What follows belongs to an exercise in optimizing a design on an open flow for small area, a short achievable clock period and few clock cycles per item; a production flow would make more cautious choices.
The RTL was checked by simulation tests, not by an equivalence proof against the original design.
No activity file was given, so power comes from the tool's default toggle rates.

==> flow/design.v <==
`timescale 1ns / 1ps
module adder_speck(ain1,
             ain2,
             add_out,
             c56
    );
    input [63:0] ain1;
    input [63:0] ain2;
    output [63:0] add_out;
    output c56;                  
    wire [63:0] G [0:6];
    wire [63:0] P [0:6];
    assign G[0] = ain1 & ain2;
    assign P[0] = ain1 ^ ain2;
    genvar l, i;
    generate
        for (l = 0; l < 6; l = l + 1) begin : lv
            for (i = 0; i < 64; i = i + 1) begin : bt
                if (i & (1 << l)) begin : c
                    localparam integer J = ((i >> l) << l) - 1;
                    assign G[l+1][i] = G[l][i] | (P[l][i] & G[l][J]);
                    assign P[l+1][i] = P[l][i] & P[l][J];
                end else begin : p
                    assign G[l+1][i] = G[l][i];
                    assign P[l+1][i] = P[l][i];
                end
            end
        end
    endgenerate
    assign add_out = P[0] ^ {G[6][62:0], 1'b0};
    assign c56 = G[6][55];
endmodule
`timescale 1ns / 1ps
module shift_right_speck(in,
                   out
    );
    input[63:0] in;
    output[63:0] out;
    assign out = (in>>7);
endmodule
`timescale 1ns / 1ps
module shift_left_speck(in,
                  out
    );
    input[63:0] in;
    output[63:0] out;
    assign out = (in<<2);
endmodule
`timescale 1ns / 1ps
module adder_rc4(input [3:0] in1,in2,
             output [4:0] out
    );
        assign out = in1+in2;
endmodule
`timescale 1ns / 1ps
module mod16_rc4(input  [4:0] in,
              output [3:0] out
    );
    assign out = (in % 16);
endmodule
`timescale 1ns / 1ps
module speck_rc4_keygen (
    input             clk,
    input             rst,
    input             start,
    input      [63:0] X,
    input      [63:0] Y1,
    input      [63:0] K1,
    input      [63:0] H1,
    input      [3:0]  add_to_read,
    output            ready,
    output     [3:0]  out,
    output     [31:0] final_out
);
    reg        idle, speck, hash, ksa, prga, flush;
    reg [3:0]  cnt;             
    reg [3:0]  jAq, r2, r3;     
    reg [3:0]  tAr, tBr, aval;  
    reg        asel;
    reg [63:0] A, B, K, C;
    wire [63:0] sum;
    wire        c56;
    adder_speck add (.ain1(A >> 7), .ain2(B), .add_out(sum), .c56(c56));
    wire [63:0] r_new = sum ^ (hash ? (A << 2) : K);           
    wire [63:0] ky    = K ^ (B << 2);
    wire [63:0] y_new = sum ^ ky;
    wire [63:0] h0    = (sum << 2) ^ ((ky << 2) ^ C);          
    wire [7:0] htop0 = ({7'd0, A[63]} + B[63:56])        ^ A[61:54];
    wire [7:0] htop1 = ({7'd0, A[63]} + B[63:56] + 8'd1) ^ A[61:54];
    wire [7:0] htop  = c56 ? htop1 : htop0;
    wire [3:0] k0_0  = htop0[7:4];
    wire [3:0] k0_1  = htop1[7:4];
    wire [3:0] kk_0  = htop0[7:4] + htop0[3:0];
    wire [3:0] kk_1  = htop1[7:4] + htop1[3:0];
    wire [3:0] kk    = c56 ? kk_1 : kk_0;
    function [3:0] rd(input [63:0] s, input [3:0] idx);
        rd = s[4*idx +: 4];
    endfunction
    wire [3:0] o0 = {3'd0, prga};           
    wire [3:0] o1 = {2'd0, prga, ~prga};    
    wire [3:0] ka = A[63:60];               
    wire [3:0] kb = A[59:56];               
    wire [3:0] sa = prga ? B[7:4]  : B[3:0];
    wire [3:0] sb = prga ? B[11:8] : B[7:4];
    wire [3:0] jAr = jAq;
    wire [3:0] sjA = rd(B, jAr);
    wire       c1  = (jAr == o1);
    wire [3:0] sbA = c1 ? sa : sb;
    wire [3:0] jBr = c1 ? r3 : r2;
    wire [3:0] sjB = (jBr == jAr) ? sa : (jBr == o0) ? sjA : rd(B, jBr);
    reg [63:0] Bn;
    integer p;
    always @* begin
        for (p = 0; p < 16; p = p + 1)
            Bn[4*p +: 4] = (p[3:0] == jBr) ? sbA :
                           (p[3:0] == o1)  ? sjB :
                           (p[3:0] == jAr) ? sa  :
                           (p[3:0] == o0)  ? sjA : B[4*p +: 4];
    end
    wire [3:0] nb2  = 4'd14 - cnt;                  
    wire [3:0] sa_n = sa + nb2;
    wire [3:0] sb_n = sb + nb2;
    wire [3:0] tAs  = (sa - cnt) + sjA;             
    wire [3:0] tAn  = sa_n + sjA;                   
    wire [3:0] tBn  = (c1 ? sa_n : sb_n) + sjB;     
    wire       ksa_last = ksa && (cnt == 4'd14);
    wire       prga_nx  = prga || ksa_last;
    wire [3:0] s2_nx = (jBr == 4'd2) ? sbA : (jAr == 4'd2) ? sa : B[11:8];
    wire [3:0] s3_nx = (jBr == 4'd3) ? sbA : (jAr == 4'd3) ? sa : B[15:12];
    wire [3:0] s4_nx = (jBr == 4'd4) ? sbA : (jAr == 4'd4) ? sa : B[19:16];
    wire [3:0] sa_nx = prga_nx ? s3_nx : s2_nx;
    wire [3:0] sb_nx = prga_nx ? s4_nx : s3_nx;
    wire [3:0] kn2  = A[55:52] - 4'd2;
    wire [3:0] kkn2 = A[55:52] + A[51:48] - 4'd2;
    wire [3:0] qa   = c1 ? r3 + kn2  : r2 + kn2;
    wire [3:0] qk   = c1 ? r3 + kkn2 : r2 + kkn2;
    wire [3:0] qam  = ksa_last ? 4'd0 : qa;       
    wire [3:0] qkm  = ksa_last ? 4'd0 : qk;       
    wire [3:0] jA_nx = qam + sa_nx;
    wire [3:0] r2_nx = qkm + sa_nx + sb_nx;
    wire [3:0] r3_nx = qkm + {sa_nx[2:0], 1'b0};
    wire [3:0] ksA = asel ? aval : rd(B, tAr);
    wire [3:0] ksB = rd(B, tBr);
    reg [63:0] S_init;
    always @* begin
        for (p = 0; p < 16; p = p + 1)
            S_init[4*p +: 4] = p[3:0];
    end
    always @(posedge clk) begin
        if (rst) begin
            idle  <= 1'b1;
            speck <= 1'b0;
            hash  <= 1'b0;
            ksa   <= 1'b0;
            prga  <= 1'b0;
            flush <= 1'b0;
        end else begin
            if (idle && start) begin
                idle  <= 1'b0;
                speck <= 1'b1;
            end
            if (speck && cnt == 4'd6) begin
                speck <= 1'b0;
                hash  <= 1'b1;
            end
            if (hash && cnt == 4'd7) begin
                hash <= 1'b0;
                ksa  <= 1'b1;
            end
            if (ksa_last) begin
                ksa  <= 1'b0;
                prga <= 1'b1;
            end
            if (prga && cnt == 4'd14) begin
                prga  <= 1'b0;
                flush <= 1'b1;
            end
            if (flush) begin
                flush <= 1'b0;
                idle  <= 1'b1;
            end
        end
    end
    always @(posedge clk) begin
        if (idle || flush) begin
            cnt <= 4'd0;
        end else if (speck) begin
            cnt <= (cnt == 4'd6) ? 4'd0 : cnt + 4'd1;
        end else if (hash) begin
            cnt   <= (cnt == 4'd7) ? 4'd0 : cnt + 4'd1;
            jAq <= c56 ? k0_1 : k0_0;      
            r2  <= kk + 4'd1;              
            r3  <= kk;                     
        end else begin
            cnt   <= cnt + 4'd2;
            jAq   <= jA_nx;
            r2    <= r2_nx;
            r3    <= r3_nx;
            tAr   <= tAn;
            tBr   <= tBn;
            asel  <= (tAs == o1) || (tAs == jBr);
            aval  <= (tAs == o1) ? sbA : sjB;
        end
    end
    always @(posedge clk) begin
        if (idle) begin
            if (start)
                A <= X;
            B <= Y1;
            K <= K1;
            C <= H1;
        end else if (speck) begin
            A <= (cnt == 4'd6) ? h0 : r_new;
            B <= (cnt == 4'd6) ? K : y_new;
        end else if (hash) begin
            A <= r_new;
            if (cnt == 4'd7)
                B <= S_init;
        end else begin    
            A <= {A[55:0], (ksa ? 8'd0 : {ksA, ksB})};
            B <= {Bn[7:0], Bn[63:8]};
        end
    end
    assign ready = idle;
    wire [3:0] KS [0:15];
    genvar gi;
    generate
        for (gi = 0; gi < 16; gi = gi + 1) begin : g_ks
            assign KS[gi] = A[63 - 4*gi -: 4];
        end
    endgenerate
    assign out       = KS[add_to_read];
    assign final_out = {KS[0] ^ KS[2],  KS[1] ^ KS[3],
                        KS[4] ^ KS[6],  KS[5] ^ KS[7],
                        KS[8] ^ KS[10], KS[9] ^ KS[11],
                        KS[12] ^ KS[14], KS[13] ^ KS[15]};
endmodule
export LEC_CHECK = 0
export ABC_CLOCK_PERIOD_IN_PS = 4000
export CAP_MARGIN = 20
export CORE_MARGIN = 2
export CORE_UTILIZATION = 40
export SETUP_SLACK_MARGIN = 2.6
export SLEW_MARGIN = 20
create_clock -name core_clock -period 7.0 [get_ports {clk}]
standard.sh (not shown) runs the stock make flow with config.mk's settings and CLKGATE_MAP_FILE= SYNTH_SCRIPT=/design/flow/synth_recipe.tcl, a recipe that flattens the netlist after the stock synthesis.
==> flow/flow/run.sh <==
#!/bin/bash
# Standard ORFS flow (the standard.sh, standard synthesis unchanged);
# the only change is the cell used to buffer the ports: buf_1 instead of
# the default clkdlybuf4s50_1 (every port still gets its own buffer).
set -o pipefail
bash standard.sh BUFFER_PORTS_ARGS="-buffer_cell sky130_fd_sc_hd__buf_1" finish > flow_make.log 2>&1
Testbench counts at the start, summed over its fixed seeds: cycles 10,560, items 320.
Change:
--- a/flow/design.v
+++ b/flow/design.v
@@ -72,7 +72,7 @@
     output     [3:0]  out,
     output     [31:0] final_out
 );
-    reg        idle, speck, hash, ksa, prga, flush;
+    reg        idle, speck, hash, ksa, prga;
     reg [3:0]  cnt;             
     reg [3:0]  jAq, r2, r3;     
     reg [3:0]  tAr, tBr, aval;  
@@ -153,7 +153,6 @@
             hash  <= 1'b0;
             ksa   <= 1'b0;
             prga  <= 1'b0;
-            flush <= 1'b0;
         end else begin
             if (idle && start) begin
                 idle  <= 1'b0;
@@ -172,17 +171,13 @@
                 prga <= 1'b1;
             end
             if (prga && cnt == 4'd14) begin
-                prga  <= 1'b0;
-                flush <= 1'b1;
-            end
-            if (flush) begin
-                flush <= 1'b0;
-                idle  <= 1'b1;
+                prga <= 1'b0;
+                idle <= 1'b1;
             end
         end
     end
     always @(posedge clk) begin
-        if (idle || flush) begin
+        if (idle) begin
             cnt <= 4'd0;
         end else if (speck) begin
             cnt <= (cnt == 4'd6) ? 4'd0 : cnt + 4'd1;
@@ -204,9 +199,10 @@
     end
     always @(posedge clk) begin
         if (idle) begin
-            if (start)
+            if (start) begin
                 A <= X;
-            B <= Y1;
+                B <= Y1;
+            end
             K <= K1;
             C <= H1;
         end else if (speck) begin
@@ -226,9 +222,13 @@
     genvar gi;
     generate
         for (gi = 0; gi < 16; gi = gi + 1) begin : g_ks
-            assign KS[gi] = A[63 - 4*gi -: 4];
+            if (gi < 14) begin : g_a
+                assign KS[gi] = A[55 - 4*gi -: 4];
+            end
         end
     endgenerate
+    assign KS[14] = ksA;
+    assign KS[15] = ksB;
     assign out       = KS[add_to_read];
     assign final_out = {KS[0] ^ KS[2],  KS[1] ^ KS[3],
                         KS[4] ^ KS[6],  KS[5] ^ KS[7],
After rerunning: The changed run ran to the end with no violations. Power drops by 3.2%. Clock skew is about the same. Worst hold slack gains 0.011 ns. Synthesized area goes down by 0.67%. Count of clock-buffer cells in the layout rises by 1. Non-clock buffer count rises by 47. Final cell count hardly moves. Via count came out higher by 2.3%. Design area came out higher by 1.1%. Wire length increases by 7.9%. Global-route usage rose by 2.9 points.
Testbench counts after the change, summed over its fixed seeds: cycles 10,240, items 320.

separate check: timing with driven ports:
In the flow no input, the clock included, has a driving cell. The finished layouts below were timed again as built, in two steps.
Step 1 assumes that a clkbuf_16 drives the clock port and a buf_2 every other input.
Step 2 adds t to the input delays and takes it off the output delays; t is the mean of the earliest and latest rising clock arrival at the registers after step 1. Input paths then give back, and output paths get back, about the clock's delay inside the block.
a / b / c = ideal ports / drivers / drivers and shift; a / b = the first two.
run | shift t [ns] | setup WS [ns] | hold slack, ns
the first run | 0.643 | 2.626 / 2.619 / 2.619 | 0.633 / 0.633 / 0.633
the second run | 0.637 | 1.924 / 1.861 / 2.389 | 0.644 / 0.644 / 0.644
After both steps every run listed still meets setup and hold. The setup slack of the first run, which loses most, moves by -0.007 ns with the drivers and by -0.007 ns with both steps.
